What follows belongs to an exercise in optimizing a design on an open flow for small area; a production flow would make more cautious choices. The RTL was checked by simulation tests, not by an equivalence proof against the original design. Power and IR drop assume default switching activity.

==> try-tundra <==
Design main, start of the top module:
module main(clk, vs_vga, hs_vga, RED, GREEN, BLUE, SWITCH, BUTTON);
clock: 20.0 ns
lec_check: 0
abc_area: 1
cap_margin: 20
core_margin: 2
core_utilization: 40
cts_buf_list: sky130_fd_sc_hd__clkbuf_4 sky130_fd_sc_hd__clkbuf_8
cts_cluster_diameter: 100
cts_cluster_size: 30
slew_margin: 20
run.sh (not shown) runs the stock make flow with config.mk's settings and CLKGATE_MAP_FILE= SYNTH_SCRIPT=/design/flow/synth_recipe.tcl, a recipe that flattens the netlist after the stock synthesis.
==> try-ember (differences from try-tundra) <==
==> flow/flow/run.sh (new file) <==
#!/bin/bash
# Layout flow: the standard synthesis, then the combinational logic
# between the standard synthesis's cells that are kept as they are (its
# registers with their names, its adder cells and tie cells) is optimised
# again with ABC (&deepsyn), then the standard layout from floorplan on,
# with a clock tree built without dummy loads.
# Each tool writes its full output to a log file in this folder.
set -e
LIB=$FLOW_HOME/platforms/$FLOW_PLATFORM/lib/sky130_fd_sc_hd__tt_025C_1v80.lib
YOSYS=$(command -v yosys || echo $FLOW_HOME/../tools/install/yosys/bin/yosys)
R=orfs/results/$FLOW_PLATFORM/main/base

bash standard.sh synth > run_synth.log 2>&1

cp $R/1_2_yosys.v reopt_in.v
python3 flow/cells2expr.py reopt_in.v reopt_conv.v $LIB > reopt_conv.log 2>&1
DONT_USE=$(grep -o 'cell *( *"\?sky130_fd_sc_hd__\(lpflow\|probe\)[a-z0-9_]*' $LIB | sed 's/.*(\s*"\?//' | sort -u | sed 's/^/-dont_use /' | tr '\n' ' ')
$YOSYS -l reopt_yosys.log -p "read_liberty -lib $LIB; read_verilog reopt_conv.v; hierarchy -top $FLOW_TOP; techmap; opt -fast; abc -script flow/deep.script -liberty $LIB $DONT_USE; opt_clean -purge; splitnets; opt_clean -purge; hilomap -singleton -hicell sky130_fd_sc_hd__conb_1 HI -locell sky130_fd_sc_hd__conb_1 LO; insbuf -buf sky130_fd_sc_hd__buf_4 A X; check -assert -mapped; tee -o reopt_stat.txt stat -liberty $LIB; write_verilog -noattr -nohex -nodec reopt_out.v" > /dev/null
cp reopt_out.v $R/1_2_yosys.v

# Clock tree: the standard flow's settings from config.mk, without dummy loads.
export CTS_ARGS="-sink_clustering_enable -repair_clock_nets -sink_clustering_size 30 -sink_clustering_max_diameter 100 -buf_list {sky130_fd_sc_hd__clkbuf_4 sky130_fd_sc_hd__clkbuf_8} -dont_use_dummy_load"
bash standard.sh finish > run_finish.log 2>&1
==> flow/flow/cells2expr.py (new file) <==
#!/usr/bin/env python3
# Replace the combinational standard-cell instances of a mapped netlist with
# continuous assignments of the cell's logic function (from the liberty file).
# Flip-flops, adder cells and tie cells are kept as instances.
# usage: cells2expr.py IN.v OUT.v LIB
import re, sys
LIB = sys.argv[3]
def parse_lib():
    txt = open(LIB).read()
    cells = {}
    for m in re.finditer(r'cell\s*\(\s*"?(sky130_fd_sc_hd__\w+)"?\s*\)\s*\{', txt):
        name = m.group(1)
        start = m.end(); depth = 1; i = start
        while depth:
            c = txt[i]
            if c == '{': depth += 1
            elif c == '}': depth -= 1
            i += 1
        body = txt[start:i]
        outs = {}
        for pm in re.finditer(r'pin\s*\(\s*"?(\w+)"?\s*\)\s*\{', body):
            pn = pm.group(1)
            j = pm.end(); d = 1; k = j
            while d:
                c = body[k]
                if c == '{': d += 1
                elif c == '}': d -= 1
                k += 1
            pb = body[j:k]
            fm = re.search(r'function\s*:\s*"([^"]*)"', pb)
            dm = re.search(r'direction\s*:\s*"?(\w+)"?', pb)
            if fm and dm and dm.group(1) == 'output':
                outs[pn] = fm.group(1)
        cells[name] = outs
    return cells
def lib2v(f):
    # liberty: ! not, & or space and, | or + or, ^ xor, parentheses
    f = f.strip()
    f = re.sub(r'\)\s*\(', ') & (', f)
    f = re.sub(r'(\w|\))\s+(?=[\w(!])', r'\1 & ', f)
    f = f.replace('!', '~').replace('+', '|')
    return f
cells = parse_lib()
src = open(sys.argv[1]).read()
inst_re = re.compile(r'\n(\s*)(sky130_fd_sc_hd__\w+)\s+(\S+)\s*\((.*?)\);', re.S)
res = []; pos = 0; kept = 0; conv = 0
for m in inst_re.finditer(src):
    cell = m.group(2)
    outs = cells[cell]
    if not outs or 'dfxtp' in cell or '__df' in cell or '__fa_' in cell or '__ha_' in cell or 'conb' in cell:
        kept += 1
        continue
    res.append(src[pos:m.start()])
    pins = dict((k, v.strip()) for k, v in re.findall(r'\.(\w+)\(([^()]*)\)', m.group(4)))
    for op, fn in outs.items():
        if op not in pins:
            continue
        e = lib2v(fn)
        e = re.sub(r'\b([A-Za-z_]\w*)\b', lambda mm: '(' + pins[mm.group(1)] + ' )' if mm.group(1) in pins else mm.group(1), e)
        res.append("\n  assign " + pins[op] + " = " + e + ";")
    conv += 1
    pos = m.end()
res.append(src[pos:])
open(sys.argv[2], 'w').write(''.join(res))
print("kept", kept, "converted", conv)
==> flow/flow/deep.script (new file) <==
&get -n
&st
&deepsyn -T 240
&nf
&put
mfs2
&get -n
&st
&dch
&nf
&put
==> flow/standard.sh (new file) <==
#!/bin/bash
# synth_recipe.tcl (not shown) runs the flow's synth.tcl, then flattens the netlist and writes it again
# the make line also repeats each setting of config.mk as NAME=value (left out here)
make -C /OpenROAD-flow-scripts/flow DESIGN_CONFIG=/design/flow/config.mk WORK_HOME=/design/flow/orfs CLKGATE_MAP_FILE= SYNTH_SCRIPT=/design/flow/synth_recipe.tcl "${@:-finish}"
removed: flow/run.sh
==> qor summary <==
quantity	try-tundra	try-ember
Area growth from synthesis to layout	7.39%	8.05%
Buf+Inv Stages, Crit Path	2	1
Register share of the cell area	21.9%	23.2%
Drt via density	5.36	5.94
Headroom to the max-slew limit	43.2%	32.3%
Most common library cell in the layout ignoring fill and taps	sky130_fd_sc_hd__inv_1	sky130_fd_sc_hd__clkinv_1
Detailed-route via count	9,989	9,307
Starting density of the core	40.7%	40.8%
Signal buf overhead	1.42%	1.64%
GR Util met1	33.5%	35.5%
Highest-utilization routing layer at the global route stage	met2	met1
Pleak	5.57 nW	4.14 nW
Synth Net Count	1,668	1,367
GRT met2 Usage	37.1%	35.3%
Total number of nets in the final design	1,676	1,406
Run status	complete, no violations	complete, no violations
Setup WS post-layout	10.83 ns	10.57 ns
Post-Route M1 WL	15.1 mm	14.6 mm
HPWL after DPL	25.6 mm	24.1 mm
Routability-driven placement congestion ratio	0.960	0.945
Register share of total power	44.1%	55.4%
Sw Pwr	0.218 mW	0.134 mW
Rows	60	58
Number of global-route vias before repair	9,674	8,758
Total power per unit cell area	51.9 mW/mm^2	44.2 mW/mm^2
Transition time at the pin with the least slew margin	0.847 ns	1.00 ns

========
==> inputs of build 30 <==
Another version of the RTL of main (not shown whole).
Settings: LEC_CHECK=0, CAP_MARGIN=20, CORE_MARGIN=2, CORE_UTILIZATION=40, SLEW_MARGIN=20; clock period 20.0 ns.
Stock flow here: none of the scripts above is used.
==> trial 41 (differences from build 30) <==
--- a/flow/design.v
+++ b/flow/design.v
@@ -34,18 +34,19 @@
 	wire x_in = GE(xc, 1) && LE(xc, 640);
 	wire y_lt480 = LT(yc, 480);
 	wire y_in = y_lt480 || (xc == 10'd688 && yc == 10'd480);
 	wire [9:0] CurrentX = x_in ? xc : 10'd0;
 	wire [8:0] CurrentY = y_in ? yc[8:0] : 9'd0;
 	wire blank_next = ~rst_d && (GE(xc, 640) || ~y_lt480);
 	reg [9:0] counter;
-	wire tick = (counter == 10'd511);
+	wire tick = (counter == 10'd132);
+	wire cnt_fb = counter[9] ^ counter[6] ^ (counter[8:0] == 9'd0);
 	always @(posedge clk)
 		if (reset) counter <= 10'd0;
-		else counter <= inc10(counter);
+		else counter <= {counter[8:0], cnt_fb};
 	reg [9:0] playerPosX;
 	reg [8:0] playerPosY;
 	reg [2:0] pcClass;       
 	reg [3:0] mapX;
 	reg [3:0] mapY;
 	reg [1:0] dragState;
 	reg [9:0] grundleX;
@@ -74,36 +75,36 @@
 	wire [2:0] pc_n;
 	wire [9:0] gX_n;
 	wire [8:0] gY_n;
 	wire [1:0] dS_n;
 	wire iG_n;
 	wire [9:0] sX_n;
 	wire [8:0] sY_n;
-	step step_i(.BUTTON(BUTTON), .collision(collision),
-		.playerPosX(playerPosX), .playerPosY(playerPosY), .mapX(mapX), .mapY(mapY),
+	step step_i(.tick(tick), .BUTTON(BUTTON), .collision(collision),
+		.playerPosX(playerPosX), .playerPosY(playerPosY), .mapX(mapX), .mapY(mapY), .pcClass(pcClass),
 		.dragState(dragState), .grundleX(grundleX), .grundleY(grundleY), .itemGet(itemGet),
 		.swordX(swordX), .swordY(swordY),
 		.pX_n(pX_n), .pY_n(pY_n), .mX_n(mX_n), .mY_n(mY_n), .pc_n(pc_n),
 		.gX_n(gX_n), .gY_n(gY_n), .dS_n(dS_n), .iG_n(iG_n), .sX_n(sX_n), .sY_n(sY_n));
-	wire [3:0] mapX_d = reset ? 4'd3 : (tick ? mX_n : mapX);
-	wire [3:0] mapY_d = reset ? 4'd5 : (tick ? mY_n : mapY);
+	wire [3:0] mapX_d = reset ? 4'd3 : mX_n;
+	wire [3:0] mapY_d = reset ? 4'd5 : mY_n;
 	always @(posedge clk) begin
 		mapX <= mapX_d;
 		mapY <= mapY_d;
 		if (reset) begin
 			playerPosX <= 10'd320;
 			playerPosY <= 9'd380;
 			pcClass <= 3'd0;
 			dragState <= 2'd0;
 			grundleX <= 10'd160;
 			grundleY <= 9'd240;
 			itemGet <= 1'b0;
 			swordX <= 10'd560;
 			swordY <= 9'd240;
-		end else if (tick) begin
+		end else begin
 			playerPosX <= pX_n;
 			playerPosY <= pY_n;
 			pcClass <= pc_n;
 			dragState <= dS_n;
 			grundleX <= gX_n;
 			grundleY <= gY_n;
 			itemGet <= iG_n;
@@ -172,32 +173,34 @@
 			LT = ~c;
 		end
 	endfunction
 	function GE; input [11:0] a; input [11:0] b; GE = ~LT(a, b); endfunction
 	function GT; input [11:0] a; input [11:0] b; GT = LT(b, a); endfunction
 	function LE; input [11:0] a; input [11:0] b; LE = ~LT(b, a); endfunction
 endmodule
-module step(BUTTON, collision, playerPosX, playerPosY, mapX, mapY, dragState,
+module step(tick, BUTTON, collision, playerPosX, playerPosY, mapX, mapY, pcClass, dragState,
 		grundleX, grundleY, itemGet, swordX, swordY,
 		pX_n, pY_n, mX_n, mY_n, pc_n, gX_n, gY_n, dS_n, iG_n, sX_n, sY_n);
+	input tick;
 	input [3:0] BUTTON;
 	input collision;
 	input [9:0] playerPosX;
 	input [8:0] playerPosY;
 	input [3:0] mapX, mapY;
+	input [2:0] pcClass;
 	input [1:0] dragState;
 	input [9:0] grundleX;
 	input [8:0] grundleY;
 	input itemGet;
 	input [9:0] swordX;
 	input [8:0] swordY;
-	output reg [9:0] pX_n;
-	output reg [8:0] pY_n;
+	output [9:0] pX_n;
+	output [8:0] pY_n;
 	output reg [3:0] mX_n, mY_n;
-	output reg [2:0] pc_n;
+	output [2:0] pc_n;
 	output [9:0] gX_n;
 	output [8:0] gY_n;
 	output [1:0] dS_n;
 	output iG_n;
 	output [9:0] sX_n;
 	output [8:0] sY_n;
 	wire startRoom = (mapX == 4'd3) && (mapY == 4'd5);
@@ -205,85 +208,92 @@
 	wire xl = LE(playerPosX, 16);         
 	wire yd = ~LT(playerPosY, 470);
 	wire yu = LE(playerPosY, 10);
 	wire mvL = BUTTON[3] & ~xl;
 	wire mvR = BUTTON[0] & ~xr;
 	wire mvU = BUTTON[2] & ~yu;
 	wire mvD = BUTTON[1] & ~yd;
-	wire canMove = (dragState != 2'd1);
+	wire canMove = tick & (dragState != 2'd1);
 	wire xmove = canMove & (mvL | mvR);
 	wire xneg = mvL ^ collision;          
 	wire ymove = canMove & (mvU | mvD);
 	wire yneg = mvU ^ collision;
-	wire [9:0] xdelta = xmove ? (xneg ? (collision ? 10'h3F9 : 10'h3FF) : (collision ? 10'd7 : 10'd1)) : 10'd0;
-	wire [8:0] ydelta = ymove ? (yneg ? (collision ? 9'h1F9 : 9'h1FF) : (collision ? 9'd7 : 9'd1)) : 9'd0;
+	wire [9:0] xdelta = {{7{xmove & xneg}}, xmove & (xneg ^ collision), xmove & (xneg ^ collision), xmove};
+	wire [8:0] ydelta = {{6{ymove & yneg}}, ymove & (yneg ^ collision), ymove & (yneg ^ collision), ymove};
 	wire [9:0] pX_mv = add10(playerPosX, xdelta);
 	wire [8:0] pY_mv = add9(playerPosY, ydelta);
-	wire trR = xr & (mapX != 4'd8);
-	wire trD = yd & (mapY != 4'd8);
-	wire trU = yu & (mapY != 4'd0);
-	wire trL = xl & (mapX != 4'd0);
+	wire trR = tick & xr & (mapX != 4'd8);
+	wire trD = tick & ~trR & yd & (mapY != 4'd8);
+	wire trU = tick & ~trR & ~trD & yu & (mapY != 4'd0);
+	wire trL = tick & ~trR & ~trD & ~trU & xl & (mapX != 4'd0);
+	assign pX_n = trR ? 10'd20 : trL ? 10'd619 : pX_mv;
+	assign pY_n = trD ? 9'd14 : trU ? 9'd466 : pY_mv;
 	always @(*) begin
-		pX_n = pX_mv;
-		pY_n = pY_mv;
 		mX_n = mapX;
 		mY_n = mapY;
 		if (trR) begin
 			if (mapX == 4'd1 && mapY == 4'd6) begin
 				mX_n = 4'd1; mY_n = 4'd4;
 			end else if (mapX == 4'd2 && mapY == 4'd5) begin
 				mX_n = 4'd1; mY_n = 4'd5;
 			end else if (mapX == 4'd2 && mapY == 4'd4) begin
 				mX_n = 4'd1; mY_n = 4'd6;
 			end else
 				mX_n = add4(mapX, 4'd1);
-			pX_n = 10'd20;
 		end else if (trD) begin
-			pY_n = 9'd14;
 			mY_n = add4(mapY, 4'd1);
 		end else if (trU) begin
-			pY_n = 9'd466;
 			mY_n = add4(mapY, 4'hF);
 		end else if (trL) begin
 			if (mapX == 4'd1 && mapY == 4'd6) begin
 				mX_n = 4'd2; mY_n = 4'd4;
 			end else if (mapX == 4'd1 && mapY == 4'd5) begin
 				mX_n = 4'd2; mY_n = 4'd5;
 			end else if (mapX == 4'd1 && mapY == 4'd4) begin
 				mX_n = 4'd1; mY_n = 4'd6;
 			end else
 				mX_n = add4(mapX, 4'hF);
-			pX_n = 10'd619;
 		end
+	end
+	reg [2:0] pc_s;
+	always @(*) begin
 		if (mapX == 4'd3 && LE(mapY, 5))
-			pc_n = (itemGet && dragState == 2'd2) ? 3'd7 : 3'd0;
+			pc_s = (itemGet && dragState == 2'd2) ? 3'd7 : 3'd0;
 		else if (mapX == 4'd1)
-			pc_n = (mapY == 4'd2) ? 3'd1 : (mapY == 4'd3) ? 3'd2 : 3'd3;
+			pc_s = (mapY == 4'd2) ? 3'd1 : (mapY == 4'd3) ? 3'd2 : 3'd3;
 		else if (mapX == 4'd2 && LT(mapY, 6))
-			pc_n = 3'd3;
+			pc_s = 3'd3;
 		else if (mapX == 4'd2 && mapY == 4'd6)
-			pc_n = 3'd4;
+			pc_s = 3'd4;
 		else if (mapX == 4'd3 && mapY == 4'd6)
-			pc_n = 3'd5;
+			pc_s = 3'd5;
 		else
-			pc_n = 3'd6;
+			pc_s = 3'd6;
 	end
-	wire chase = startRoom && (dragState == 2'd0);
+	assign pc_n = tick ? pc_s : pcClass;
+	wire chase = tick && startRoom && (dragState == 2'd0);
 	wire [10:0] dgx = sub11({1'b0, playerPosX}, {1'b0, grundleX});
 	wire [9:0] dgy = sub10({1'b0, playerPosY}, {1'b0, grundleY});
 	wire gx_eq = (dgx == 11'd0);
 	wire gy_eq = (dgy == 10'd0);
-	assign gX_n = (chase & ~gx_eq) ? add10(grundleX, dgx[10] ? 10'h3FF : 10'd1) : grundleX;
-	assign gY_n = (chase & ~gy_eq) ? add9(grundleY, dgy[9] ? 9'h1FF : 9'd1) : grundleY;
+	wire gx_dec = chase & ~gx_eq & dgx[10];
+	wire gx_inc = chase & ~gx_eq & ~dgx[10];
+	wire gy_dec = chase & ~gy_eq & dgy[9];
+	wire gy_inc = chase & ~gy_eq & ~dgy[9];
+	wire [11:0] gX_s = add12({2'b0, grundleX}, {12{gx_dec}}, gx_inc);
+	wire [11:0] gY_s = add12({3'b0, grundleY}, {12{gy_dec}}, gy_inc);
+	assign gX_n = gX_s[9:0];
+	assign gY_n = gY_s[8:0];
 	assign dS_n = (chase & gx_eq & gy_eq) ? (itemGet ? 2'd2 : 2'd1) : dragState;
 	wire pick = startRoom && GE(playerPosX, 533) && LE(playerPosX, 535) &&
 	            GE(playerPosY, 237) && LE(playerPosY, 247);
-	assign iG_n = itemGet | pick;
-	assign sX_n = itemGet ? add10(playerPosX, 10'd32) : swordX;
-	assign sY_n = itemGet ? playerPosY : swordY;
+	assign iG_n = itemGet | (tick & pick);
+	wire carry = tick & itemGet;
+	assign sX_n = carry ? add10(playerPosX, 10'd32) : swordX;
+	assign sY_n = carry ? playerPosY : swordY;
 	function [11:0] add12; input [11:0] a; input [11:0] b; input cin;
 		integer i; reg c;
 		begin
 			c = cin;
 			for (i = 0; i < 12; i = i + 1) begin
 				add12[i] = a[i] ^ b[i] ^ c;
 				c = (a[i] & b[i]) | (c & (a[i] ^ b[i]));
==> run notes <==
- Against build 30, the routed wire length of trial 41 is lower by about 8%.
- In count of clock-buffer cells in the layout, build 30 and trial 41 do not differ.
- Of build 30 and trial 41, trial 41 has the higher worst hold slack (gap 0.0023 ns).
- Against trial 41, the global-route usage of build 30 is higher by 0.62 points.

## separate check: timing with driven ports
How much do the figures lean on ideal ports? The routed layouts below were timed once more, with nothing changed but the port constraints.
Step 1: set_driving_cell puts a clkbuf_16 on clk and a buf_2 on each other input, an assumption about the parent block.
Step 2 moves the port delays by t, midway between the first and last clock arrival at a register: inputs arrive t later, outputs are due t later. That takes back most of the time a late clock gives input paths.
Slacks: ideal / step 1 / step 2; pairs: ideal / step 1.
run	t (ns)	slack for setup (ns)	pins driven straight from the clock port
try-tundra	0.506	10.826 / 10.826 / 10.826	1
try-ember	0.488	10.574 / 10.574 / 10.574	1
build 30	0.485	11.793 / 11.793 / 11.784	1
trial 41	0.471	10.617 / 10.617 / 10.617	1
After both steps setup and hold are still met in every run listed. The setup slack of build 30, which loses most, moves by 0.000 ns with the drivers and by -0.009 ns with both steps.
